What follows belongs to an exercise in optimizing a design on an open flow for small area; a production flow would make more cautious choices.
Function was checked by simulation only, so behaviour that the tests miss may differ from the original.
Power figures rest on the tool's default switching activity, not on a simulated workload.

## design/flow/design.v

```verilog
module fifo_sync(
  clk,
  aresetn,
  data_wr,
  wr_en,
  data_rd,
  rd_en,
  data_count,
  full,
  overflow,
  empty,
  underflow
);
  input clk;
  input aresetn;
  input [7:0] data_wr;
  input wr_en;
  output reg [7:0] data_rd;
  input rd_en;
  output reg [5:0] data_count;
  output full;
  output reg overflow;
  output empty;
  output reg underflow;
  genvar e, f, g, j, k;
  reg [7:0] sr [0:31];
  wire [7:0] sr_d [0:31];
  wire wr_hold;
  fifo_inv u_wr_hold(.a(wr_en), .y(wr_hold));
  generate
    for (e = 0; e < 32; e = e + 1) begin : g_ent
      for (f = 0; f < 8; f = f + 1) begin : g_fb
        fifo_ao22 u_d(.a1(wr_en), .a2(e == 0 ? data_wr[f] : sr[e == 0 ? 0 : e - 1][f]),
                      .b1(wr_hold), .b2(sr[e][f]), .y(sr_d[e][f]));
      end
    end
  endgenerate
  integer i;
  always @(posedge clk) begin
    for (i = 0; i < 32; i = i + 1)
      sr[i] <= sr_d[i];
  end
  wire [5:0] c = data_count;
  wire [5:0] cn;
  generate
    for (j = 0; j < 6; j = j + 1) begin : g_cn
      fifo_inv u_cn(.a(c[j]), .y(cn[j]));
    end
  endgenerate
  assign full = c[5];
  wire o4, z2, z3, z4, z5, a2, a3, a4, a5, nonempty;
  fifo_or4   u_o4(.a(c[0]), .b(c[1]), .c(c[2]), .d(c[3]), .y(o4));
  fifo_nor2  u_z2(.a(c[0]), .b(c[1]), .y(z2));
  fifo_nor3  u_z3(.a(c[0]), .b(c[1]), .c(c[2]), .y(z3));
  fifo_inv   u_z4(.a(o4), .y(z4));
  fifo_nor2  u_z5(.a(o4), .b(c[4]), .y(z5));
  fifo_nor3  u_em(.a(o4), .b(c[4]), .c(c[5]), .y(empty));
  fifo_inv   u_ne(.a(empty), .y(nonempty));
  fifo_and2  u_a2(.a(c[0]), .b(c[1]), .y(a2));
  fifo_and3  u_a3(.a(c[0]), .b(c[1]), .c(c[2]), .y(a3));
  fifo_and4  u_a4(.a(c[0]), .b(c[1]), .c(c[2]), .d(c[3]), .y(a4));
  fifo_and2  u_a5(.a(a4), .b(c[4]), .y(a5));
  wire rd_hold, rd_ok, cnt_up, cnt_dn, t0n;
  fifo_nand2 u_rh(.a(rd_en), .b(nonempty), .y(rd_hold));
  fifo_inv   u_ro(.a(rd_hold), .y(rd_ok));
  fifo_nor3  u_up(.a(wr_hold), .b(c[5]), .c(rd_ok), .y(cnt_up));
  fifo_nor2  u_dn(.a(rd_hold), .b(wr_en), .y(cnt_dn));
  wire [5:0] tn;
  wire [5:1] ones = {a5, a4, a3, a2, c[0]};
  wire [5:1] zeros = {z5, z4, z3, z2, cn[0]};
  fifo_nor2 u_t0(.a(cnt_up), .b(cnt_dn), .y(tn[0]));
  generate
    for (j = 1; j < 6; j = j + 1) begin : g_t
      fifo_aoi22 u_t(.a1(cnt_up), .a2(ones[j]), .b1(cnt_dn), .b2(zeros[j]), .y(tn[j]));
    end
  endgenerate
  wire [5:0] c_next;
  generate
    for (j = 0; j < 6; j = j + 1) begin : g_cx
      fifo_xnor2 u_x(.a(c[j]), .b(tn[j]), .y(c_next[j]));
    end
  endgenerate
  wire ovf_next, unf_next;
  fifo_and2 u_ovf(.a(wr_en), .b(c[5]), .y(ovf_next));
  fifo_and2 u_unf(.a(rd_en), .b(empty), .y(unf_next));
  wire [3:0] lo_n;
  wire [7:0] hi_n;
  wire [32:0] sel;
  generate
    for (j = 0; j < 4; j = j + 1) begin : g_lo
      fifo_nand3 u_lo(.a(rd_en), .b(j[1] ? c[1] : cn[1]), .c(j[0] ? c[0] : cn[0]), .y(lo_n[j]));
    end
    for (g = 0; g < 8; g = g + 1) begin : g_hi
      fifo_nand4 u_hi(.a(cn[5]), .b(g[2] ? c[4] : cn[4]), .c(g[1] ? c[3] : cn[3]),
                      .d(g[0] ? c[2] : cn[2]), .y(hi_n[g]));
    end
    for (g = 0; g < 31; g = g + 1) begin : g_sel
      fifo_nor2 u_sel(.a(hi_n[(g + 1) >> 2]), .b(lo_n[(g + 1) & 3]), .y(sel[g]));
    end
  endgenerate
  fifo_and2 u_s31(.a(rd_en), .b(c[5]), .y(sel[31]));
  assign sel[32] = rd_hold;
  wire [7:0] rd_next;
  genvar b;
  generate
    for (b = 0; b < 8; b = b + 1) begin : g_bit
      wire [32:0] d;
      wire [10:0] t;
      wire [2:0] u;
      for (k = 0; k < 32; k = k + 1) begin : g_d
        assign d[k] = sr[k][b];
      end
      assign d[32] = data_rd[b];
      for (k = 0; k < 11; k = k + 1) begin : g_aoi
        fifo_aoi222 u_aoi(.a1(sel[3 * k]), .a2(d[3 * k]), .b1(sel[3 * k + 1]), .b2(d[3 * k + 1]),
                          .c1(sel[3 * k + 2]), .c2(d[3 * k + 2]), .y(t[k]));
      end
      fifo_nand4 u_n0(.a(t[0]), .b(t[1]), .c(t[2]), .d(t[3]), .y(u[0]));
      fifo_nand4 u_n1(.a(t[4]), .b(t[5]), .c(t[6]), .d(t[7]), .y(u[1]));
      fifo_nand3 u_n2(.a(t[8]), .b(t[9]), .c(t[10]), .y(u[2]));
      fifo_or3 u_or(.a(u[0]), .b(u[1]), .c(u[2]), .y(rd_next[b]));
    end
  endgenerate
  always @(posedge clk, negedge aresetn) begin
    if (!aresetn) begin
      data_rd <= 8'd0;
      data_count <= 6'd0;
      overflow <= 1'b0;
      underflow <= 1'b0;
    end else begin
      data_rd <= rd_next;
      data_count <= c_next;
      overflow <= ovf_next;
      underflow <= unf_next;
    end
  end
endmodule
module fifo_inv(a, y);
  input a;
  output y;
  assign y = ~a;
endmodule
module fifo_and2(a, b, y);
  input a, b;
  output y;
  assign y = a & b;
endmodule
module fifo_and3(a, b, c, y);
  input a, b, c;
  output y;
  assign y = a & b & c;
endmodule
module fifo_and4(a, b, c, d, y);
  input a, b, c, d;
  output y;
  assign y = a & b & c & d;
endmodule
module fifo_or3(a, b, c, y);
  input a, b, c;
  output y;
  assign y = a | b | c;
endmodule
module fifo_or4(a, b, c, d, y);
  input a, b, c, d;
  output y;
  assign y = a | b | c | d;
endmodule
module fifo_nand2(a, b, y);
  input a, b;
  output y;
  assign y = ~(a & b);
endmodule
module fifo_nand3(a, b, c, y);
  input a, b, c;
  output y;
  assign y = ~(a & b & c);
endmodule
module fifo_nand4(a, b, c, d, y);
  input a, b, c, d;
  output y;
  assign y = ~(a & b & c & d);
endmodule
module fifo_nor2(a, b, y);
  input a, b;
  output y;
  assign y = ~(a | b);
endmodule
module fifo_nor3(a, b, c, y);
  input a, b, c;
  output y;
  assign y = ~(a | b | c);
endmodule
module fifo_xnor2(a, b, y);
  input a, b;
  output y;
  assign y = ~(a ^ b);
endmodule
module fifo_ao22(a1, a2, b1, b2, y);
  input a1, a2, b1, b2;
  output y;
  assign y = (a1 & a2) | (b1 & b2);
endmodule
module fifo_aoi22(a1, a2, b1, b2, y);
  input a1, a2, b1, b2;
  output y;
  assign y = ~((a1 & a2) | (b1 & b2));
endmodule
module fifo_aoi222(a1, a2, b1, b2, c1, c2, y);
  input a1, a2, b1, b2, c1, c2;
  output y;
  assign y = ~((a1 & a2) | (b1 & b2) | (c1 & c2));
endmodule
```

## design/flow/flow/run.sh

```bash
#!/bin/bash
# Standard ORFS layout (standard.sh, synthesis unchanged) with two changes:
#  - ports are buffered with buf_1 instead of the default buffer cell;
#  - CTS uses clkbuf_8 with sink clusters of 18 and no dummy loads.
set -euo pipefail
bash standard.sh \
  "BUFFER_PORTS_ARGS=-buffer_cell sky130_fd_sc_hd__buf_1" \
  "CTS_ARGS=-sink_clustering_enable -repair_clock_nets -dont_use_dummy_load -buf_list sky130_fd_sc_hd__clkbuf_8 -sink_clustering_size 18 -sink_clustering_max_diameter 60" \
  finish > standard_make.log 2>&1
```

## design/flow/standard.sh

```bash
#!/bin/bash
# synth_recipe.tcl (not shown) runs the flow's synth.tcl, then flattens the netlist and writes it again
# the make line also repeats each setting of config.mk as NAME=value (left out here)
make -C /OpenROAD-flow-scripts/flow DESIGN_CONFIG=/design/flow/config.mk WORK_HOME=/design/flow/orfs CLKGATE_MAP_FILE= SYNTH_SCRIPT=/design/flow/synth_recipe.tcl "${@:-finish}"
```

## design/flow/config.mk

```make
export PLATFORM = sky130hd
export DESIGN_NAME = fifo_sync
export DESIGN_NICKNAME = fifo_sync
export VERILOG_FILES = /design/flow/design.v
export SDC_FILE = /design/flow/constraint.sdc
export NUM_CORES = 4
export LEC_CHECK = 0
export CAP_MARGIN = 20
export CORE_MARGIN = 2
export CORE_UTILIZATION = 65
export SLEW_MARGIN = 20
export SYNTH_HIERARCHICAL = 1
```

## design/flow/constraint.sdc

```tcl
create_clock -name core_clock -period 4.0 [get_ports {clk}]
set_input_delay 0.8000 -clock core_clock [delete_from_list [all_inputs] [get_ports {clk}]]
set_output_delay 0.8000 -clock core_clock [all_outputs]
set_load 0.01 [all_outputs]
```

==> impl_metrics.xml, run 1 <==
<?xml version="1.0" encoding="UTF-8"?>
<metrics>
  <group name="timing">
    <metric name="setup_viol" unit="">0</metric>
    <metric name="final_hold_viol_count" unit="">0</metric>
    <metric name="rsz0062_at_grt" unit="">false</metric>
    <metric name="fin_crit_sh" unit="%">73.7</metric>
    <metric name="clock-skew-final" unit="ps">55.0</metric>
    <metric name="whs" unit="ps">234</metric>
    <metric name="layout_min_cycle_time" unit="ps">2950</metric>
    <metric name="finalMaxSlewViolations" unit="">0</metric>
    <metric name="setup_ws" unit="ps">1050</metric>
    <metric name="worst_slew_pin_slew" unit="ps">1120</metric>
    <metric name="worst_slew_margin_rel" unit="%">25.5</metric>
    <metric name="maxClockFrequency" unit="MHz">339</metric>
  </group>
  <group name="status">
    <metric name="status" unit="">finished clean</metric>
  </group>
  <group name="synth">
    <metric name="synth-edff-count" unit="">0</metric>
    <metric name="synth_simple_gate_area_share" unit="%">5.13</metric>
    <metric name="synth_mux_area_share" unit="%">0</metric>
    <metric name="synthArstFlopShare" unit="%">5.88</metric>
    <metric name="flip_flop_cell_with_the_highest_count_after_synthesis" unit="">dfxtp_1</metric>
    <metric name="post_synth_fa_ha_maj_area_fraction" unit="%">0</metric>
    <metric name="synth_xor_xnor_area_share" unit="%">0.562</metric>
    <metric name="syn-mean-instance-area" unit="µm²">12.7</metric>
    <metric name="synth-warning-count" unit="">9</metric>
    <metric name="synth_top_cell_by_area" unit="">dfxtp_1</metric>
    <metric name="synthTopCellsByCount" unit="">a22o_1 (256), dfxtp_1 (256), a222oi_1 (88)</metric>
    <metric name="synth-compound-area-share" unit="%">34.1</metric>
    <metric name="synth_top_area_share" unit="%">54.8</metric>
    <metric name="ys_seq_elements" unit="">272</metric>
    <metric name="top_post_synthesis_cells_by_area" unit="">dfxtp_1 (55%), a22o_1 (24%), a222oi_1 (9.4%)</metric>
    <metric name="synth_seq_area_share" unit="%">59.1</metric>
    <metric name="post_synth_instance_area" unit="µm²">9350</metric>
    <metric name="syn-instance-count" unit="">737</metric>
    <metric name="dominant_combinational_cell_family_by_area_after_synthesis" unit="">compound AO/OA/AOI/OAI gates</metric>
    <metric name="synthDistinctLibCells" unit="">18</metric>
  </group>
  <group name="critical_path">
    <metric name="cp_top_family" unit="">simple AND/OR/NAND/NOR gates</metric>
    <metric name="critical_path_arrival" unit="ps">2150</metric>
    <metric name="critPathRequiredTime" unit="ps">3200</metric>
    <metric name="crit_slowest_cell" unit="">or4_1</metric>
    <metric name="setup_crit_end_kind" unit="">output pin</metric>
    <metric name="crit_path_cell_trace" unit="">or4_1 &gt; nor3_2 &gt; buf_1</metric>
    <metric name="cp_num_buf_inv" unit="">1</metric>
    <metric name="worst_path_largest_cell_delay" unit="ps">640</metric>
    <metric name="timing.critical_path.fanout_max" unit="">12</metric>
    <metric name="worstSetupStartpointType" unit="">flop</metric>
    <metric name="timing_worst_setup_path_type" unit="">flop to output pin</metric>
  </group>
  <group name="cts">
    <metric name="clk_latency" unit="ps">530</metric>
    <metric name="clock_tree.buffer_depth" unit="">3</metric>
    <metric name="root_buffer" unit="">clkbuf_8</metric>
    <metric name="cts.clk_slew.worst_paths" unit="ps">100</metric>
    <metric name="cts_hold_buf" unit="">0</metric>
    <metric name="cts_repair_resize_count" unit="">0</metric>
    <metric name="postCtsSetupRepairBufs" unit="">0</metric>
    <metric name="htree_num_levels" unit="">1</metric>
    <metric name="tritoncts" unit="">done</metric>
    <metric name="total_clock_buffers_created_by_cts" unit="">19</metric>
    <metric name="cts_sinks" unit="">272</metric>
  </group>
  <group name="pwr">
    <metric name="leakage" unit="nW">3.79</metric>
    <metric name="vdd_drop_max" unit="mV">0.369</metric>
    <metric name="power_density" unit="nW/µm²">578</metric>
    <metric name="totalPowerFinal" unit="mW">5.73</metric>
  </group>
  <group name="detailed_routing">
    <metric name="detail_route.wl_per_cell" unit="µm">24.1</metric>
    <metric name="drt_first_iter_violations" unit="">1186</metric>
    <metric name="pre_antenna_drt_iters" unit="">7</metric>
    <metric name="drt-total-wl" unit="µm">23100</metric>
    <metric name="final_antenna_net_count" unit="">0</metric>
    <metric name="post_drt_via_cell_ratio" unit="">7.68</metric>
    <metric name="via_count" unit="">7377</metric>
    <metric name="drcViolationCount" unit="">0</metric>
  </group>
  <group name="floorplanning">
    <metric name="dieWidth" unit="µm">124</metric>
    <metric name="initial_core_util" unit="%">66.8</metric>
    <metric name="core-area" unit="µm²">14000</metric>
    <metric name="dieArea" unit="µm²">15400</metric>
    <metric name="fp-row-count" unit="">43</metric>
    <metric name="chipHeight" unit="µm">124</metric>
    <metric name="boundaryPins" unit="">30</metric>
  </group>
  <group name="placement">
    <metric name="dpl_worst_slack" unit="ps">1150</metric>
    <metric name="gpl.final_weighted_congestion" unit="">0.894</metric>
    <metric name="post-dp-hpwl" unit="µm">14400</metric>
    <metric name="io_buffers" unit="">29</metric>
  </group>
  <group name="final_layout">
    <metric name="fin_util" unit="%">71.0</metric>
    <metric name="syn2layout_area_growth" unit="%">6.20</metric>
    <metric name="final_net_count" unit="">794</metric>
    <metric name="n_fill_cell" unit="">1037</metric>
    <metric name="num_antenna_cells" unit="">0</metric>
    <metric name="drive_gt1_share" unit="%">4.36</metric>
  </group>
  <group name="grt">
    <metric name="grt_first_pass_wirelength" unit="µm">35800</metric>
    <metric name="maximum_number_of_pins_on_one_net_before_global_route_repair" unit="">257</metric>
    <metric name="globalRoute.totalOverflow" unit="">0</metric>
    <metric name="total_grt_usage" unit="%">29.7</metric>
    <metric name="via_count_of_the_first_global_routing_pass" unit="">6600</metric>
    <metric name="initial_antenna_violation_count" unit="">0</metric>
  </group>
  <group name="min_path">
    <metric name="hold_path.class" unit="">primary input to asynchronous set/reset pin</metric>
  </group>
  <group name="job">
    <metric name="cap_violations" unit="">0</metric>
  </group>
</metrics>
[registers in the layout (all words and copies together), names as in the netlist]
| register | flops |
|---|---|
| data_rd | 8 |
| underflow | 1 |
| overflow | 1 |
| data_count | 6 |
| sr | 256 |
[stage by stage]
step / setup TNS (ps) / cell area [µm²] / std cells
floorplan: -1770 / 9350 / 737
global placement: 0 / 9660 / 941
detailed placement: 0 / 9670 / 941
CTS: 0 / 9930 / 960
global route: 0 / 9930 / 960
finish: 0 / 9930 / 960
[per-module statistics from Yosys (local to each module, per instance), excerpt]
module / cell area, µm² / times used / cells / flops+latches
fifo_or4: 7.51 / 1 / 1 / 0
fifo_nor2: 3.75 / 35 / 1 / 0
fifo_and3: 6.26 / 1 / 1 / 0
fifo_ao22: 8.76 / 256 / 1 / 0
fifo_or3: 6.26 / 8 / 1 / 0
fifo_sync: 5590 / 1 / 281 / 272
[layout by cell type, fill, tap and decap left out, types with 3 or more instances in the layout]
cell type and instances:
a222oi_1 88, a22o_1 256, a22oi_2 5, and2_1 5, buf_1 27, buf_4 3
clkbuf_8 19, dfrtp_1 16, dfxtp_1 256, inv_1 9, nand3_1 12, nand4_1 24
nor2_1 35, nor3_2 3, or3_1 8, xnor2_1 6
[kinds of logic after synthesis]
logic type,count (synthesis)
AOI/OAI and AO/OA,349
xor gates and xnor gates,6
buffers and inverters,19
DFF,272
and+or+nand+nor,91
[path summary, 6_finish.rpt]
path | from | endpoint | slack [ps] | cells past startpoint
worst max-delay path | data_count[0] | empty | 1050 | 3
worst min-delay path | aresetn | data_rd[7] | 230 | 1
worst max register to register | data_count[0] | data_count[5] | 1120 | 8
worst min register to register | sr[20][1] | sr[21][1] | 460 | 1
max in group asynchronous | aresetn | data_rd[0] | 3410 | 1
min in group core_clock | sr[20][1] | sr[21][1] | 460 | 1
[power by group]
group / leakage [nW] / total (mW) / internal (mW) / switching (mW)
Clock: 0.137 / 1.22 / 0.430 / 0.792
Sequential: 2.30 / 3.62 / 3.15 / 0.468
Combinational: 1.35 / 0.891 / 0.425 / 0.465
Total: 3.79 / 5.73 / 4.01 / 1.73
[per-layer routing]
layer	global-route usage (%)	part of all wire, %	wire length, µm
met1	44.2	44	10200
met2	45.2	45	10400
met3	3.80	8.5	1970
met4	9.69	2.6	598
met5	0	0	0
[area by class of cell]
cell class	count	area [µm²]	share of cell area, %
well taps	180	225	2.27
multi-input cells	446	3720	37.4
inverters	10	41.3	0.416
clock buffers	19	262	2.63
repair buffers	33	156	1.58
flip-flops and latches	272	5530	55.7
==> run 2: changes to the inputs <==
--- a/design/flow/design.v
+++ b/design/flow/design.v
@@ -25,13 +25,16 @@
   genvar e, f, g, j, k;
   reg [7:0] sr [0:31];
   wire [7:0] sr_d [0:31];
-  wire wr_hold;
-  fifo_inv u_wr_hold(.a(wr_en), .y(wr_hold));
-  generate
+  wire [7:0] wr_grp_n, wr_grp;
+  generate
+    for (g = 0; g < 8; g = g + 1) begin : g_wr
+      fifo_inv u_wn(.a(wr_en), .y(wr_grp_n[g]));
+      fifo_inv u_wp(.a(wr_grp_n[g]), .y(wr_grp[g]));
+    end
     for (e = 0; e < 32; e = e + 1) begin : g_ent
       for (f = 0; f < 8; f = f + 1) begin : g_fb
-        fifo_ao22 u_d(.a1(wr_en), .a2(e == 0 ? data_wr[f] : sr[e == 0 ? 0 : e - 1][f]),
-                      .b1(wr_hold), .b2(sr[e][f]), .y(sr_d[e][f]));
+        fifo_ao22 u_d(.a1(wr_grp[e / 4]), .a2(e == 0 ? data_wr[f] : sr[e == 0 ? 0 : e - 1][f]),
+                      .b1(wr_grp_n[e / 4]), .b2(sr[e][f]), .y(sr_d[e][f]));
       end
     end
   endgenerate
@@ -51,33 +54,32 @@
   wire o4, z2, z3, z4, z5, a2, a3, a4, a5, nonempty;
   fifo_or4   u_o4(.a(c[0]), .b(c[1]), .c(c[2]), .d(c[3]), .y(o4));
   fifo_nor2  u_z2(.a(c[0]), .b(c[1]), .y(z2));
-  fifo_nor3  u_z3(.a(c[0]), .b(c[1]), .c(c[2]), .y(z3));
+  fifo_and2  u_z3(.a(z2), .b(cn[2]), .y(z3));
   fifo_inv   u_z4(.a(o4), .y(z4));
   fifo_nor2  u_z5(.a(o4), .b(c[4]), .y(z5));
-  fifo_nor3  u_em(.a(o4), .b(c[4]), .c(c[5]), .y(empty));
+  fifo_and3  u_em(.a(z4), .b(cn[4]), .c(cn[5]), .y(empty));
   fifo_inv   u_ne(.a(empty), .y(nonempty));
   fifo_and2  u_a2(.a(c[0]), .b(c[1]), .y(a2));
   fifo_and3  u_a3(.a(c[0]), .b(c[1]), .c(c[2]), .y(a3));
   fifo_and4  u_a4(.a(c[0]), .b(c[1]), .c(c[2]), .d(c[3]), .y(a4));
   fifo_and2  u_a5(.a(a4), .b(c[4]), .y(a5));
-  wire rd_hold, rd_ok, cnt_up, cnt_dn, t0n;
+  wire rd_hold, cnt_up, cnt_dn;
   fifo_nand2 u_rh(.a(rd_en), .b(nonempty), .y(rd_hold));
-  fifo_inv   u_ro(.a(rd_hold), .y(rd_ok));
-  fifo_nor3  u_up(.a(wr_hold), .b(c[5]), .c(rd_ok), .y(cnt_up));
+  fifo_and3  u_up(.a(wr_en), .b(cn[5]), .c(rd_hold), .y(cnt_up));
   fifo_nor2  u_dn(.a(rd_hold), .b(wr_en), .y(cnt_dn));
-  wire [5:0] tn;
+  wire [5:0] t;
   wire [5:1] ones = {a5, a4, a3, a2, c[0]};
   wire [5:1] zeros = {z5, z4, z3, z2, cn[0]};
-  fifo_nor2 u_t0(.a(cnt_up), .b(cnt_dn), .y(tn[0]));
+  fifo_or2 u_t0(.a(cnt_up), .b(cnt_dn), .y(t[0]));
   generate
     for (j = 1; j < 6; j = j + 1) begin : g_t
-      fifo_aoi22 u_t(.a1(cnt_up), .a2(ones[j]), .b1(cnt_dn), .b2(zeros[j]), .y(tn[j]));
+      fifo_ao22 u_t(.a1(cnt_up), .a2(ones[j]), .b1(cnt_dn), .b2(zeros[j]), .y(t[j]));
     end
   endgenerate
   wire [5:0] c_next;
   generate
     for (j = 0; j < 6; j = j + 1) begin : g_cx
-      fifo_xnor2 u_x(.a(c[j]), .b(tn[j]), .y(c_next[j]));
+      fifo_xor2 u_x(.a(c[j]), .b(t[j]), .y(c_next[j]));
     end
   endgenerate
   wire ovf_next, unf_next;
@@ -185,26 +187,21 @@
   output y;
   assign y = ~(a | b);
 endmodule
-module fifo_nor3(a, b, c, y);
-  input a, b, c;
-  output y;
-  assign y = ~(a | b | c);
-endmodule
-module fifo_xnor2(a, b, y);
-  input a, b;
-  output y;
-  assign y = ~(a ^ b);
+module fifo_xor2(a, b, y);
+  input a, b;
+  output y;
+  assign y = a ^ b;
+endmodule
+module fifo_or2(a, b, y);
+  input a, b;
+  output y;
+  assign y = a | b;
 endmodule
 module fifo_ao22(a1, a2, b1, b2, y);
   input a1, a2, b1, b2;
   output y;
   assign y = (a1 & a2) | (b1 & b2);
 endmodule
-module fifo_aoi22(a1, a2, b1, b2, y);
-  input a1, a2, b1, b2;
-  output y;
-  assign y = ~((a1 & a2) | (b1 & b2));
-endmodule
 module fifo_aoi222(a1, a2, b1, b2, c1, c2, y);
   input a1, a2, b1, b2, c1, c2;
   output y;
==> design/flow/flow/run.sh (replaced) <==
#!/bin/bash
# Standard ORFS layout (standard.sh, synthesis unchanged) with these changes:
#  - ports are buffered with buf_1 instead of the default buffer cell;
#  - CTS uses clkbuf_8 with sink clusters of 18 and no dummy loads.
set -euo pipefail
bash standard.sh \
  REMOVE_ABC_BUFFERS=1 \
  "BUFFER_PORTS_ARGS=-buffer_cell sky130_fd_sc_hd__buf_1" \
  "CTS_ARGS=-sink_clustering_enable -repair_clock_nets -dont_use_dummy_load -buf_list sky130_fd_sc_hd__clkbuf_8 -sink_clustering_size 18 -sink_clustering_max_diameter 60" \
  finish > standard_make.log 2>&1
--- a/design/flow/config.mk
+++ b/design/flow/config.mk
@@ -8,5 +8,6 @@
 export CAP_MARGIN = 20
 export CORE_MARGIN = 2
 export CORE_UTILIZATION = 65
+export GPL_TIMING_DRIVEN = 0
 export SLEW_MARGIN = 20
 export SYNTH_HIERARCHICAL = 1
==> impl_metrics.xml, run 2 <==
<?xml version="1.0" encoding="UTF-8"?>
<metrics>
  <group name="placement">
    <metric name="dpl_worst_slack" unit="ps">794</metric>
    <metric name="gpl.final_weighted_congestion" unit="">0.847</metric>
    <metric name="placedInstanceArea" unit="µm²">9640</metric>
    <metric name="io_buffers" unit="">29</metric>
    <metric name="post-dp-hpwl" unit="µm">14600</metric>
    <metric name="numPlacedInstances" unit="">951</metric>
  </group>
  <group name="cts">
    <metric name="htree_num_levels" unit="">1</metric>
    <metric name="clock_tree.buffer_depth" unit="">3</metric>
    <metric name="cts_hold_buf" unit="">0</metric>
    <metric name="tritoncts" unit="">done</metric>
    <metric name="cts_sinks" unit="">272</metric>
    <metric name="clk_latency" unit="ps">520</metric>
    <metric name="total_clock_buffers_created_by_cts" unit="">19</metric>
    <metric name="root_buffer" unit="">clkbuf_8</metric>
    <metric name="postCtsSetupRepairBufs" unit="">0</metric>
    <metric name="cts.clk_slew.worst_paths" unit="ps">110</metric>
    <metric name="cts_repair_resize_count" unit="">0</metric>
  </group>
  <group name="critical_path">
    <metric name="regToRegSetupSlack" unit="ps">1040</metric>
    <metric name="reg2reg_to" unit="">data_rd[7]</metric>
    <metric name="critPathRequiredTime" unit="ps">4410</metric>
    <metric name="cp_top_family" unit="">simple AND/OR/NAND/NOR gates</metric>
    <metric name="crit_slowest_cell" unit="">a222oi_1</metric>
    <metric name="timing.critical_path.fanout_max" unit="">10</metric>
    <metric name="critical_path_arrival" unit="ps">3360</metric>
    <metric name="crit_path_cell_trace" unit="">inv_1 &gt; nand3_1 &gt; nor2_1 &gt; a222oi_1 &gt; nand4_1 &gt; or3_1</metric>
    <metric name="timing_worst_setup_path_type" unit="">flop to flop</metric>
    <metric name="cp_num_buf_inv" unit="">1</metric>
    <metric name="worstSetupStartpointType" unit="">flop</metric>
    <metric name="setup_crit_end_kind" unit="">flop</metric>
    <metric name="r2r_cells" unit="">6</metric>
    <metric name="worst_path_largest_cell_delay" unit="ps">720</metric>
    <metric name="timing.rr.start" unit="">data_count[1]</metric>
  </group>
  <group name="grt">
    <metric name="grt_first_pass_wirelength" unit="µm">35300</metric>
    <metric name="total_grt_usage" unit="%">29.0</metric>
    <metric name="busiest_layer" unit="">met2</metric>
    <metric name="grt.met3_usage" unit="%">4.17</metric>
    <metric name="met2_usage" unit="%">46.0</metric>
    <metric name="maximum_number_of_pins_on_one_net_before_global_route_repair" unit="">34</metric>
    <metric name="via_count_of_the_first_global_routing_pass" unit="">6779</metric>
    <metric name="initial_antenna_violation_count" unit="">0</metric>
    <metric name="grt_use_met1" unit="%">40.4</metric>
    <metric name="globalRoute.totalOverflow" unit="">0</metric>
  </group>
  <group name="final_layout">
    <metric name="mostFrequentLayoutCell" unit="">a22o_1</metric>
    <metric name="final-instance-count-excl-fill" unit="">970</metric>
    <metric name="largest_registers" unit="">sr x256, data_rd x8, data_count x6</metric>
    <metric name="max_flop_register" unit="">sr</metric>
    <metric name="largest_register_ffs" unit="">256</metric>
    <metric name="mostFrequentLayoutCells" unit="">a22o_1 (261), dfxtp_1 (256), a222oi_1 (88)</metric>
    <metric name="final_net_count" unit="">804</metric>
    <metric name="drive_gt1_share" unit="%">2.41</metric>
    <metric name="final_area" unit="µm²">9900</metric>
    <metric name="fin_util" unit="%">70.8</metric>
    <metric name="n_fill_cell" unit="">1063</metric>
    <metric name="layout.area.seq" unit="µm²">5530</metric>
    <metric name="num_antenna_cells" unit="">0</metric>
    <metric name="syn2layout_area_growth" unit="%">5.63</metric>
    <metric name="multiInputGateArea" unit="µm²">3690</metric>
  </group>
  <group name="timing">
    <metric name="final_hold_viol_count" unit="">0</metric>
    <metric name="finalMaxSlewViolations" unit="">0</metric>
    <metric name="whs" unit="ps">371</metric>
    <metric name="fin_crit_sh" unit="%">73.9</metric>
    <metric name="setup_viol" unit="">0</metric>
    <metric name="worst_slew_margin_rel" unit="%">33.9</metric>
    <metric name="fin_setup_tns" unit="ps">0</metric>
    <metric name="clock-skew-final" unit="ps">30.0</metric>
    <metric name="worst_slew_pin_slew" unit="ps">991</metric>
    <metric name="rsz0062_at_grt" unit="">false</metric>
    <metric name="layout_min_cycle_time" unit="ps">2960</metric>
    <metric name="maxClockFrequency" unit="MHz">338</metric>
    <metric name="setup_ws" unit="ps">1040</metric>
  </group>
  <group name="pwr">
    <metric name="leakage" unit="nW">3.89</metric>
    <metric name="vdd_drop_max" unit="mV">0.369</metric>
    <metric name="power_density" unit="nW/µm²">583</metric>
    <metric name="totalPowerFinal" unit="mW">5.77</metric>
  </group>
  <group name="floorplanning">
    <metric name="dieArea" unit="µm²">15400</metric>
    <metric name="core-area" unit="µm²">14000</metric>
    <metric name="boundaryPins" unit="">30</metric>
    <metric name="initial_core_util" unit="%">67.0</metric>
    <metric name="dieWidth" unit="µm">124</metric>
    <metric name="chipHeight" unit="µm">124</metric>
    <metric name="fp-row-count" unit="">43</metric>
  </group>
  <group name="synth">
    <metric name="synthTopCellsByCount" unit="">a22o_1 (261), dfxtp_1 (256), a222oi_1 (88)</metric>
    <metric name="ys_seq_elements" unit="">272</metric>
    <metric name="synth-edff-count" unit="">0</metric>
    <metric name="synthDistinctLibCells" unit="">17</metric>
    <metric name="synth_most_common_cell" unit="">a22o_1</metric>
    <metric name="synth-warning-count" unit="">9</metric>
    <metric name="syn-mean-instance-area" unit="µm²">12.5</metric>
    <metric name="synth_seq_area_share" unit="%">59.0</metric>
    <metric name="post_synth_instance_area" unit="µm²">9370</metric>
    <metric name="synth_top_cell_by_area" unit="">dfxtp_1</metric>
    <metric name="top_post_synthesis_cells_by_area" unit="">dfxtp_1 (55%), a22o_1 (24%), a222oi_1 (9.4%)</metric>
    <metric name="syn-instance-count" unit="">751</metric>
    <metric name="flip_flop_cell_with_the_highest_count_after_synthesis" unit="">dfxtp_1</metric>
    <metric name="synthArstFlopShare" unit="%">5.88</metric>
    <metric name="synth_top_area_share" unit="%">54.7</metric>
  </group>
  <group name="detailed_routing">
    <metric name="final_antenna_net_count" unit="">0</metric>
    <metric name="post_drt_via_cell_ratio" unit="">7.47</metric>
    <metric name="drcViolationCount" unit="">0</metric>
    <metric name="detail_route.wl_per_cell" unit="µm">23.3</metric>
    <metric name="pre_antenna_drt_iters" unit="">9</metric>
    <metric name="drt_first_iter_violations" unit="">1076</metric>
    <metric name="drt-total-wl" unit="µm">22600</metric>
    <metric name="via_count" unit="">7246</metric>
  </group>
  <group name="min_path">
    <metric name="hold_path.class" unit="">primary input to asynchronous set/reset pin</metric>
  </group>
  <group name="job">
    <metric name="cap_violations" unit="">0</metric>
  </group>
  <group name="status">
    <metric name="status" unit="">finished clean</metric>
  </group>
</metrics>
[run 2: changes by cell type after synthesis, sizes merged, moves of 3 or more]
| cell | previous run | this run |
|---|---|---|
| nor3 | 3 | 0 |
| a22o | 256 | 261 |
| xnor2 | 6 | 0 |
| a22oi | 5 | 0 |
| xor2 | 0 | 6 |
| inv | 10 | 24 |
[run 2: worst max-delay path by stage]
stage                             to          start  cells past startpoint
after global placement    data_rd[7]          rd_en                      6
after detailed placement  data_rd[7]          rd_en                      6
after global routing           empty  data_count[1]                      4
after floorplan             sr[0][0]          wr_en                      3
after CTS                      empty  data_count[1]                      4
final                     data_rd[7]  data_count[1]                      6
[run 2: per-module statistics from Yosys, one instance, submodules excluded, excerpt]
module,flip-flops and latches,area [µm²]
fifo_aoi222,0,10.0
fifo_xor2,0,8.76
fifo_and4,0,8.76
fifo_ao22,0,8.76
fifo_nand4,0,6.26
fifo_and3,0,6.26
fifo_or2,0,6.26
fifo_nand3,0,5.00
fifo_nor2,0,3.75
fifo_nand2,0,3.75
[run 2: report_power, final]
group	leakage, nW	switching [mW]	total (mW)	internal (mW)
clock	0.137	0.783	1.21	0.430
sequential	2.30	0.433	3.61	3.18
combinational	1.45	0.515	0.949	0.434
[run 2: cell type report]
cell class              count  share of cell area, %
well taps                 180                   2.27
clock buffers              19                   2.64
inverters                  24                  0.910
repair buffers             29                   1.10
multi-input cells         446                   37.3
flip-flops and latches    272                   55.8
[run 2: cells by family (layout without fill, tap and decap cells)]
kind of cell	Yosys count	after routing	synth area share, %
flops	272	272	59.0
compound gates	349	349	33.8
xor+xnor	6	6	0.561
simple gates	91	91	5.02
buf+inv	33	72	1.68
[run 2: per-layer routing]
metal | vias to the layer above | share of wire [%]
li1 | 3275 | -
met1 | 3601 | 43
met2 | 309 | 47
met3 | 61 | 6.5
met4 | 0 | 3.7
met5 | - | 0
==> run 3: changes to the inputs <==
==> design/flow/flow/run.sh (replaced) <==
#!/bin/bash
# Standard ORFS layout (standard.sh, synthesis unchanged) with these changes:
#  - ports are buffered with buf_1 instead of the default buffer cell;
#  - CTS uses clkbuf_8 leaves with sink clusters of 18, clkbuf_2 above
#    them, and no dummy loads.
set -euo pipefail
bash standard.sh \
  REMOVE_ABC_BUFFERS=1 \
  "BUFFER_PORTS_ARGS=-buffer_cell sky130_fd_sc_hd__buf_1" \
  "CTS_ARGS=-sink_clustering_enable -repair_clock_nets -dont_use_dummy_load -buf_list sky130_fd_sc_hd__clkbuf_8 -root_buf sky130_fd_sc_hd__clkbuf_2 -sink_clustering_size 18 -sink_clustering_max_diameter 60" \
  finish > standard_make.log 2>&1
==> impl_metrics.xml, run 3 <==
<?xml version="1.0" encoding="UTF-8"?>
<metrics>
  <group name="placement">
    <metric name="numPlacedInstances" unit="">951</metric>
    <metric name="io_buffers" unit="">29</metric>
    <metric name="gpl.final_weighted_congestion" unit="">0.847</metric>
    <metric name="post-dp-hpwl" unit="µm">14600</metric>
  </group>
  <group name="critical_path">
    <metric name="critPathRequiredTime" unit="ps">3200</metric>
    <metric name="reg2reg_to" unit="">data_rd[3]</metric>
    <metric name="timing.critical_path.fanout_max" unit="">10</metric>
    <metric name="timing_worst_setup_path_type" unit="">flop to output pin</metric>
    <metric name="setup_crit_end_kind" unit="">output pin</metric>
    <metric name="critical_path_arrival" unit="ps">2320</metric>
    <metric name="regToRegSetupSlack" unit="ps">1050</metric>
    <metric name="r2r_cells" unit="">6</metric>
    <metric name="timing.rr.start" unit="">data_count[1]</metric>
    <metric name="worstSetupStartpointType" unit="">flop</metric>
  </group>
  <group name="floorplanning">
    <metric name="core-area" unit="µm²">14000</metric>
    <metric name="chipHeight" unit="µm">124</metric>
    <metric name="dieWidth" unit="µm">124</metric>
    <metric name="initial_core_util" unit="%">67.0</metric>
    <metric name="dieArea" unit="µm²">15400</metric>
    <metric name="boundaryPins" unit="">30</metric>
    <metric name="fp-row-count" unit="">43</metric>
  </group>
  <group name="status">
    <metric name="status" unit="">finished clean</metric>
  </group>
  <group name="grt">
    <metric name="via_count_of_the_first_global_routing_pass" unit="">6766</metric>
    <metric name="globalRoute.totalOverflow" unit="">0</metric>
    <metric name="grt_first_pass_wirelength" unit="µm">35300</metric>
    <metric name="total_grt_usage" unit="%">29.0</metric>
    <metric name="initial_antenna_violation_count" unit="">0</metric>
    <metric name="maximum_number_of_pins_on_one_net_before_global_route_repair" unit="">34</metric>
  </group>
  <group name="synth">
    <metric name="synth_top_area_share" unit="%">54.7</metric>
    <metric name="syn-instance-count" unit="">751</metric>
    <metric name="syn-mean-instance-area" unit="µm²">12.5</metric>
    <metric name="synthDistinctLibCells" unit="">17</metric>
    <metric name="synth_top_cell_by_area" unit="">dfxtp_1</metric>
    <metric name="synth_most_common_cell" unit="">a22o_1</metric>
    <metric name="post_synth_instance_area" unit="µm²">9370</metric>
    <metric name="synthTopCellsByCount" unit="">a22o_1 (261), dfxtp_1 (256), a222oi_1 (88)</metric>
    <metric name="ys_seq_elements" unit="">272</metric>
    <metric name="synth-warning-count" unit="">9</metric>
    <metric name="synth_seq_area_share" unit="%">59.0</metric>
    <metric name="synth-edff-count" unit="">0</metric>
    <metric name="synthArstFlopShare" unit="%">5.88</metric>
    <metric name="top_post_synthesis_cells_by_area" unit="">dfxtp_1 (55%), a22o_1 (24%), a222oi_1 (9.4%)</metric>
    <metric name="flip_flop_cell_with_the_highest_count_after_synthesis" unit="">dfxtp_1</metric>
  </group>
  <group name="timing">
    <metric name="fin_setup_tns" unit="ps">0</metric>
    <metric name="worst_slew_pin_slew" unit="ps">999</metric>
    <metric name="layout_min_cycle_time" unit="ps">3120</metric>
    <metric name="finalMaxSlewViolations" unit="">0</metric>
    <metric name="final_hold_viol_count" unit="">0</metric>
    <metric name="maxClockFrequency" unit="MHz">321</metric>
    <metric name="clock-skew-final" unit="ps">36.7</metric>
    <metric name="setup_viol" unit="">0</metric>
    <metric name="fin_crit_sh" unit="%">77.9</metric>
    <metric name="rsz0062_at_grt" unit="">false</metric>
    <metric name="worst_slew_margin_rel" unit="%">33.3</metric>
  </group>
  <group name="final_layout">
    <metric name="layout.area.seq" unit="µm²">5530</metric>
    <metric name="syn2layout_area_growth" unit="%">5.35</metric>
    <metric name="mostFrequentLayoutCells" unit="">a22o_1 (261), dfxtp_1 (256), a222oi_1 (88)</metric>
    <metric name="drive_gt1_share" unit="%">2.41</metric>
    <metric name="n_fill_cell" unit="">1060</metric>
    <metric name="num_antenna_cells" unit="">0</metric>
    <metric name="final_net_count" unit="">804</metric>
    <metric name="largest_register_ffs" unit="">256</metric>
    <metric name="mostFrequentLayoutCell" unit="">a22o_1</metric>
    <metric name="final-instance-count-excl-fill" unit="">970</metric>
    <metric name="max_flop_register" unit="">sr</metric>
    <metric name="multiInputGateArea" unit="µm²">3690</metric>
    <metric name="largest_registers" unit="">sr x256, data_rd x8, data_count x6</metric>
  </group>
  <group name="detailed_routing">
    <metric name="drt-total-wl" unit="µm">22500</metric>
    <metric name="via_count" unit="">7233</metric>
    <metric name="pre_antenna_drt_iters" unit="">8</metric>
    <metric name="post_drt_via_cell_ratio" unit="">7.46</metric>
    <metric name="drt_first_iter_violations" unit="">1049</metric>
    <metric name="final_antenna_net_count" unit="">0</metric>
    <metric name="drcViolationCount" unit="">0</metric>
    <metric name="detail_route.wl_per_cell" unit="µm">23.2</metric>
  </group>
  <group name="cts">
    <metric name="clk_latency" unit="ps">750</metric>
    <metric name="tritoncts" unit="">done</metric>
    <metric name="root_buffer" unit="">clkbuf_2</metric>
    <metric name="htree_num_levels" unit="">1</metric>
    <metric name="cts_hold_buf" unit="">0</metric>
    <metric name="cts_sinks" unit="">272</metric>
    <metric name="total_clock_buffers_created_by_cts" unit="">19</metric>
    <metric name="postCtsSetupRepairBufs" unit="">0</metric>
    <metric name="clock_tree.buffer_depth" unit="">3</metric>
    <metric name="cts_repair_resize_count" unit="">0</metric>
    <metric name="cts.clk_slew.worst_paths" unit="ps">110</metric>
  </group>
  <group name="min_path">
    <metric name="hold_path.class" unit="">primary input to asynchronous set/reset pin</metric>
  </group>
  <group name="pwr">
    <metric name="power_density" unit="nW/µm²">578</metric>
    <metric name="leakage" unit="nW">3.88</metric>
    <metric name="vdd_drop_max" unit="mV">0.364</metric>
  </group>
  <group name="job">
    <metric name="cap_violations" unit="">0</metric>
  </group>
</metrics>
==> run 3: stage by stage <==
stage          setup WS (ps)  utilization, %  power (mW)  hold slack [ps]  cell area, µm²
2_1_floorplan           1760               -        4.21              440            9310
3_3_place_gp             811            68.9        4.52              458            9640
3_5_place_dp             794            68.9        4.59              458            9640
4_1_cts                  860            70.6        5.71              159            9870
5_1_grt                  781            70.6        5.98              168            9870
6_report                 884            70.6        5.71              142            9870
==> run 3: how the worst max path moves through the flow <==
stage	startpoint	cells past startpoint	to
2_1_floorplan	wr_en	3	sr[0][0]
3_3_place_gp	rd_en	6	data_rd[7]
3_5_place_dp	rd_en	6	data_rd[7]
4_1_cts	data_count[1]	4	empty
5_1_grt	data_count[1]	4	empty
6_report	data_count[1]	4	empty
==> run 3: per-module statistics from Yosys (local to each module, per instance) <==
module	times used	cells
fifo_and2	6	1
fifo_nand2	1	1
fifo_and4	1	1
fifo_sync	1	281
fifo_and3	3	1
fifo_ao22	261	1
fifo_inv	24	1
fifo_nand3	12	1
fifo_or4	1	1
fifo_nand4	24	1
fifo_aoi222	88	1
fifo_nor2	34	1
fifo_xor2	6	1
fifo_or3	8	1
fifo_or2	1	1
==> run 3: layout make-up <==
type                            instances  area share (%)
Inverter                               24           0.912
Clock buffer                           19            2.38
Timing Repair Buffer                   29            1.10
Tap cell                              180            2.28
Sequential cell                       272            56.0
Multi-Input combinational cell        446            37.4
==> run 3: cells by family after synthesis <==
group / Yosys count / synth area share [%]
flip-flops: 272 / 59.0
XOR/XNOR: 6 / 0.561
buffers and inverters: 33 / 1.68
AO/OA/AOI/OAI: 349 / 33.8
AND/OR/NAND/NOR: 91 / 5.02
==> run 3: report_power, final <==
| part | switching (mW) | total, mW | internal [mW] |
|---|---|---|---|
| combinational | 0.513 | 0.947 | 0.434 |
| clock | 0.779 | 1.15 | 0.373 |
| sequential | 0.432 | 3.61 | 3.18 |
==> run 3: critical path, stage by stage (launching register included) <==
cell and delay [ps]:
dfrtp_1 500, or4_1 580, inv_1 110, and3_1 210, buf_1 160
==> run 3: layer usage <==
metal | global-route usage (%) | routed length [µm] | vias up | part of all wire [%]
li1 | - | - | 3270 | -
met1 | 40.5 | 9670 | 3581 | 43
met2 | 45.5 | 10400 | 328 | 46
met3 | 4.12 | 1670 | 54 | 7.4
met4 | 11.7 | 810 | 0 | 3.6
met5 | 0 | 0 | - | 0
==> run 4: changes to the inputs <==
--- a/design/flow/design.v
+++ b/design/flow/design.v
@@ -51,37 +51,38 @@
     end
   endgenerate
   assign full = c[5];
-  wire o4, z2, z3, z4, z5, a2, a3, a4, a5, nonempty;
+  wire o4, nonempty;
   fifo_or4   u_o4(.a(c[0]), .b(c[1]), .c(c[2]), .d(c[3]), .y(o4));
-  fifo_nor2  u_z2(.a(c[0]), .b(c[1]), .y(z2));
-  fifo_and2  u_z3(.a(z2), .b(cn[2]), .y(z3));
-  fifo_inv   u_z4(.a(o4), .y(z4));
-  fifo_nor2  u_z5(.a(o4), .b(c[4]), .y(z5));
-  fifo_and3  u_em(.a(z4), .b(cn[4]), .c(cn[5]), .y(empty));
-  fifo_inv   u_ne(.a(empty), .y(nonempty));
-  fifo_and2  u_a2(.a(c[0]), .b(c[1]), .y(a2));
-  fifo_and3  u_a3(.a(c[0]), .b(c[1]), .c(c[2]), .y(a3));
-  fifo_and4  u_a4(.a(c[0]), .b(c[1]), .c(c[2]), .d(c[3]), .y(a4));
-  fifo_and2  u_a5(.a(a4), .b(c[4]), .y(a5));
+  fifo_or3   u_ne(.a(o4), .b(c[4]), .c(c[5]), .y(nonempty));
+  fifo_inv   u_em(.a(nonempty), .y(empty));
   wire rd_hold, cnt_up, cnt_dn;
   fifo_nand2 u_rh(.a(rd_en), .b(nonempty), .y(rd_hold));
   fifo_and3  u_up(.a(wr_en), .b(cn[5]), .c(rd_hold), .y(cnt_up));
   fifo_nor2  u_dn(.a(rd_hold), .b(wr_en), .y(cnt_dn));
-  wire [5:0] t;
-  wire [5:1] ones = {a5, a4, a3, a2, c[0]};
-  wire [5:1] zeros = {z5, z4, z3, z2, cn[0]};
-  fifo_or2 u_t0(.a(cnt_up), .b(cnt_dn), .y(t[0]));
-  generate
-    for (j = 1; j < 6; j = j + 1) begin : g_t
-      fifo_ao22 u_t(.a1(cnt_up), .a2(ones[j]), .b1(cnt_dn), .b2(zeros[j]), .y(t[j]));
-    end
-  endgenerate
-  wire [5:0] c_next;
-  generate
-    for (j = 0; j < 6; j = j + 1) begin : g_cx
-      fifo_xor2 u_x(.a(c[j]), .b(t[j]), .y(c_next[j]));
-    end
-  endgenerate
+  wire [5:1] uc, dc;
+  fifo_nand2 u_u1(.a(cnt_up), .b(c[0]),  .y(uc[1]));
+  fifo_nor2  u_u2(.a(uc[1]),  .b(cn[1]), .y(uc[2]));
+  fifo_nand2 u_u3(.a(uc[2]),  .b(c[2]),  .y(uc[3]));
+  fifo_nor2  u_u4(.a(uc[3]),  .b(cn[3]), .y(uc[4]));
+  fifo_nand2 u_u5(.a(uc[4]),  .b(c[4]),  .y(uc[5]));
+  fifo_nand2 u_d1(.a(cnt_dn), .b(cn[0]), .y(dc[1]));
+  fifo_nor2  u_d2(.a(dc[1]),  .b(c[1]),  .y(dc[2]));
+  fifo_nand2 u_d3(.a(dc[2]),  .b(cn[2]), .y(dc[3]));
+  fifo_nor2  u_d4(.a(dc[3]),  .b(c[3]),  .y(dc[4]));
+  fifo_nand2 u_d5(.a(dc[4]),  .b(cn[4]), .y(dc[5]));
+  wire [5:0] tgl, c_next;
+  fifo_nor2  u_t0(.a(cnt_up), .b(cnt_dn), .y(tgl[0]));
+  fifo_nand2 u_t1(.a(uc[1]), .b(dc[1]), .y(tgl[1]));
+  fifo_nor2  u_t2(.a(uc[2]), .b(dc[2]), .y(tgl[2]));
+  fifo_nand2 u_t3(.a(uc[3]), .b(dc[3]), .y(tgl[3]));
+  fifo_nor2  u_t4(.a(uc[4]), .b(dc[4]), .y(tgl[4]));
+  fifo_nand2 u_t5(.a(uc[5]), .b(dc[5]), .y(tgl[5]));
+  fifo_xnor2 u_x0(.a(c[0]), .b(tgl[0]), .y(c_next[0]));
+  fifo_xor2  u_x1(.a(c[1]), .b(tgl[1]), .y(c_next[1]));
+  fifo_xnor2 u_x2(.a(c[2]), .b(tgl[2]), .y(c_next[2]));
+  fifo_xor2  u_x3(.a(c[3]), .b(tgl[3]), .y(c_next[3]));
+  fifo_xnor2 u_x4(.a(c[4]), .b(tgl[4]), .y(c_next[4]));
+  fifo_xor2  u_x5(.a(c[5]), .b(tgl[5]), .y(c_next[5]));
   wire ovf_next, unf_next;
   fifo_and2 u_ovf(.a(wr_en), .b(c[5]), .y(ovf_next));
   fifo_and2 u_unf(.a(rd_en), .b(empty), .y(unf_next));
@@ -152,11 +153,6 @@
   output y;
   assign y = a & b & c;
 endmodule
-module fifo_and4(a, b, c, d, y);
-  input a, b, c, d;
-  output y;
-  assign y = a & b & c & d;
-endmodule
 module fifo_or3(a, b, c, y);
   input a, b, c;
   output y;
@@ -192,10 +188,10 @@
   output y;
   assign y = a ^ b;
 endmodule
-module fifo_or2(a, b, y);
-  input a, b;
-  output y;
-  assign y = a | b;
+module fifo_xnor2(a, b, y);
+  input a, b;
+  output y;
+  assign y = ~(a ^ b);
 endmodule
 module fifo_ao22(a1, a2, b1, b2, y);
   input a1, a2, b1, b2;
==> impl_metrics.xml, run 4 <==
<?xml version="1.0" encoding="UTF-8"?>
<metrics>
  <group name="grt">
    <metric name="via_count_of_the_first_global_routing_pass" unit="">6465</metric>
    <metric name="total_grt_usage" unit="%">28.6</metric>
    <metric name="globalRoute.totalOverflow" unit="">0</metric>
    <metric name="maximum_number_of_pins_on_one_net_before_global_route_repair" unit="">34</metric>
    <metric name="initial_antenna_violation_count" unit="">2</metric>
    <metric name="grt_first_pass_wirelength" unit="µm">34300</metric>
  </group>
  <group name="timing">
    <metric name="worst_slew_margin_rel" unit="%">33.7</metric>
    <metric name="worst_slew_pin_slew" unit="ps">993</metric>
    <metric name="fin_setup_tns" unit="ps">0</metric>
    <metric name="layout_min_cycle_time" unit="ps">3220</metric>
    <metric name="clock-skew-final" unit="ps">73.1</metric>
    <metric name="maxClockFrequency" unit="MHz">311</metric>
    <metric name="fin_crit_sh" unit="%">80.5</metric>
    <metric name="final_hold_viol_count" unit="">0</metric>
    <metric name="setup_viol" unit="">0</metric>
    <metric name="rsz0062_at_grt" unit="">false</metric>
    <metric name="finalMaxSlewViolations" unit="">0</metric>
  </group>
  <group name="cts">
    <metric name="tritoncts" unit="">done</metric>
    <metric name="cts.clk_slew.worst_paths" unit="ps">110</metric>
    <metric name="cts_hold_buf" unit="">0</metric>
    <metric name="total_clock_buffers_created_by_cts" unit="">19</metric>
    <metric name="cts_repair_resize_count" unit="">0</metric>
    <metric name="cts_sinks" unit="">272</metric>
    <metric name="htree_num_levels" unit="">1</metric>
    <metric name="clk_latency" unit="ps">780</metric>
    <metric name="clock_tree.buffer_depth" unit="">3</metric>
    <metric name="postCtsSetupRepairBufs" unit="">0</metric>
    <metric name="root_buffer" unit="">clkbuf_2</metric>
  </group>
  <group name="detailed_routing">
    <metric name="drt_first_iter_violations" unit="">1067</metric>
    <metric name="drcViolationCount" unit="">0</metric>
    <metric name="final_antenna_net_count" unit="">0</metric>
    <metric name="via_count" unit="">7263</metric>
    <metric name="detail_route.wl_per_cell" unit="µm">22.6</metric>
    <metric name="post_drt_via_cell_ratio" unit="">7.46</metric>
    <metric name="drt-total-wl" unit="µm">22000</metric>
    <metric name="pre_antenna_drt_iters" unit="">8</metric>
  </group>
  <group name="final_layout">
    <metric name="mostFrequentLayoutCells" unit="">a22o_1 (256), dfxtp_1 (256), a222oi_1 (88)</metric>
    <metric name="max_flop_register" unit="">sr</metric>
    <metric name="final_net_count" unit="">806</metric>
    <metric name="largest_registers" unit="">sr x256, data_rd x8, data_count x6</metric>
    <metric name="syn2layout_area_growth" unit="%">5.40</metric>
    <metric name="largest_register_ffs" unit="">256</metric>
    <metric name="drive_gt1_share" unit="%">2.40</metric>
    <metric name="n_fill_cell" unit="">1028</metric>
  </group>
  <group name="synth">
    <metric name="synth-warning-count" unit="">9</metric>
    <metric name="ys_seq_elements" unit="">272</metric>
    <metric name="syn-instance-count" unit="">753</metric>
    <metric name="synthDistinctLibCells" unit="">16</metric>
    <metric name="synth_seq_area_share" unit="%">59.2</metric>
    <metric name="post_synth_instance_area" unit="µm²">9340</metric>
    <metric name="synth-edff-count" unit="">0</metric>
    <metric name="syn-mean-instance-area" unit="µm²">12.4</metric>
    <metric name="top_post_synthesis_cells_by_area" unit="">dfxtp_1 (55%), a22o_1 (24%), a222oi_1 (9.4%)</metric>
    <metric name="synth_top_cell_by_area" unit="">dfxtp_1</metric>
    <metric name="synthTopCellsByCount" unit="">a22o_1 (256), dfxtp_1 (256), a222oi_1 (88)</metric>
    <metric name="synthArstFlopShare" unit="%">5.88</metric>
    <metric name="flip_flop_cell_with_the_highest_count_after_synthesis" unit="">dfxtp_1</metric>
    <metric name="synth_top_area_share" unit="%">54.9</metric>
  </group>
  <group name="critical_path">
    <metric name="crit_slowest_cell" unit="">or4_1</metric>
    <metric name="crit_path_cell_trace" unit="">or4_1 &gt; or3_1 &gt; inv_1 &gt; buf_1</metric>
    <metric name="cp_num_buf_inv" unit="">2</metric>
    <metric name="r2r_cells" unit="">6</metric>
    <metric name="worstSetupStartpointType" unit="">flop</metric>
    <metric name="timing_worst_setup_path_type" unit="">flop to output pin</metric>
    <metric name="critPathRequiredTime" unit="ps">3200</metric>
    <metric name="worst_path_largest_cell_delay" unit="ps">530</metric>
    <metric name="timing.critical_path.fanout_max" unit="">7</metric>
    <metric name="cp_top_family" unit="">simple AND/OR/NAND/NOR gates</metric>
    <metric name="setup_crit_end_kind" unit="">output pin</metric>
    <metric name="crit_cells" unit="">4</metric>
    <metric name="critical_path_arrival" unit="ps">2420</metric>
  </group>
  <group name="floorplanning">
    <metric name="initial_core_util" unit="%">67.0</metric>
    <metric name="core-area" unit="µm²">13900</metric>
    <metric name="fp-row-count" unit="">43</metric>
    <metric name="boundaryPins" unit="">30</metric>
    <metric name="dieWidth" unit="µm">124</metric>
    <metric name="dieArea" unit="µm²">15300</metric>
    <metric name="chipHeight" unit="µm">124</metric>
  </group>
  <group name="pwr">
    <metric name="vdd_drop_max" unit="mV">0.289</metric>
    <metric name="totalPowerFinal" unit="mW">5.67</metric>
    <metric name="leakage" unit="nW">3.86</metric>
    <metric name="power_density" unit="nW/µm²">577</metric>
  </group>
  <group name="placement">
    <metric name="gpl.final_weighted_congestion" unit="">0.829</metric>
    <metric name="post-dp-hpwl" unit="µm">14500</metric>
    <metric name="io_buffers" unit="">29</metric>
  </group>
  <group name="status">
    <metric name="status" unit="">finished clean</metric>
  </group>
  <group name="job">
    <metric name="cap_violations" unit="">0</metric>
  </group>
  <group name="min_path">
    <metric name="hold_path.class" unit="">primary input to asynchronous set/reset pin</metric>
  </group>
</metrics>
==> run 4: where the power goes <==
part / total [mW] / leakage, nW / internal (mW) / switching, mW
combinational: 0.926 / 1.42 / 0.424 / 0.503
sequential: 3.60 / 2.30 / 3.17 / 0.426
clock: 1.15 / 0.128 / 0.373 / 0.775
total: 5.67 / 3.86 / 3.97 / 1.70
==> run 4: per-module statistics from Yosys (local to each module, per instance), excerpt <==
| module | flip-flops and latches | area, µm² | cells inside | copies in the design |
|---|---|---|---|---|
| fifo_and3 | 0 | 6.26 | 1 | 1 |
| fifo_or3 | 0 | 6.26 | 1 | 9 |
| fifo_ao22 | 0 | 8.76 | 1 | 256 |
| fifo_nand2 | 0 | 3.75 | 1 | 10 |
| fifo_nand4 | 0 | 6.26 | 1 | 24 |
| fifo_or4 | 0 | 7.51 | 1 | 1 |
==> run 4: logic make-up (layout without fill, tap and decap cells) <==
family / after synthesis / after routing / share of synthesized area [%]
AO/OA/AOI/OAI: 344 / 344 / 33.4
AND/OR/NAND/NOR: 99 / 99 / 5.17
flip-flops: 272 / 272 / 59.2
other: 0 / 1 / 0
XOR/XNOR: 6 / 6 / 0.563
buffers and inverters: 32 / 71 / 1.65
==> run 4: worst paths after layout <==
path	start	to	slack (ps)
setup / recovery	data_count[1]	empty	780
hold / removal	aresetn	data_count[2]	140
setup reg to reg	data_count[1]	data_rd[0]	1210
hold reg to reg	sr[14][2]	sr[15][2]	460
max in group asynchronous	aresetn	overflow	3280
min in group core_clock	data_wr[5]	sr[0][5]	240
==> run 4: final cells by class <==
cell class / count / area, µm² / area share (%)
flip-flops and latches: 272 / 5530 / 56.1
well taps: 180 / 225 / 2.29
inverters: 23 / 86.3 / 0.877
repair buffers: 29 / 109 / 1.11
multi-input cells: 449 / 3660 / 37.2
diodes: 1 / 2.50 / 0.0254
clock buffers: 19 / 235 / 2.39
==> run 4: per-stage QoR <==
step	instance area [µm²]	hold WS [ps]	util, %	setup WS (ps)	std cells
after floorplan	9270	440	-	1560	744
after global placement	9600	455	68.9	872	953
after detailed placement	9600	455	68.9	833	953
after CTS	9840	114	70.6	730	972
after global routing	9840	159	70.6	645	973
final	9840	136	70.6	779	973
==> run 4: routing by layer <==
layer	vias up	GRT usage (%)	wire length, µm
li1	3268	-	-
met1	3638	42.2	9550
met2	320	44.1	10100
met3	37	3.48	1660
met4	0	8.81	659
met5	-	0	0

static timing again, ports no longer ideal:
In the flow no input, the clock included, has a driving cell. The finished layouts below were timed again as built, in two steps. Step 1: set_driving_cell puts a clkbuf_16 on clk and a buf_2 on each other input, an assumption about the parent block. Step 2 adds t to the input delays and takes it off the output delays; t is the mean of the earliest and latest rising clock arrival at the registers after step 1. Input paths then give back, and output paths get back, about the clock's delay inside the block. a / b / c = ideal ports / drivers / drivers and shift; a / b = the first two.
| run | t, ns | setup WS [ns] | worst setup path at the end | clock arrival spread, ns | cell pins on the clock port's net |
|---|---|---|---|---|---|
| run 1 | 0.539 | 1.052 / 1.013 / 1.122 | register to register | 0.058 / 0.058 | 1 |
| run 2 | 0.548 | 1.042 / 1.042 / 0.701 | input to register | 0.030 / 0.030 | 1 |
| run 3 | 0.770 | 0.884 / 0.846 / 0.704 | input to register | 0.039 / 0.039 | 1 |
| run 4 | 0.775 | 0.779 / 0.744 / 0.789 | input to register | 0.075 / 0.075 | 1 |
After both steps every run listed still meets setup and hold. The setup slack of run 2, which loses most, moves by 0.000 ns with the drivers and by -0.341 ns with both steps.
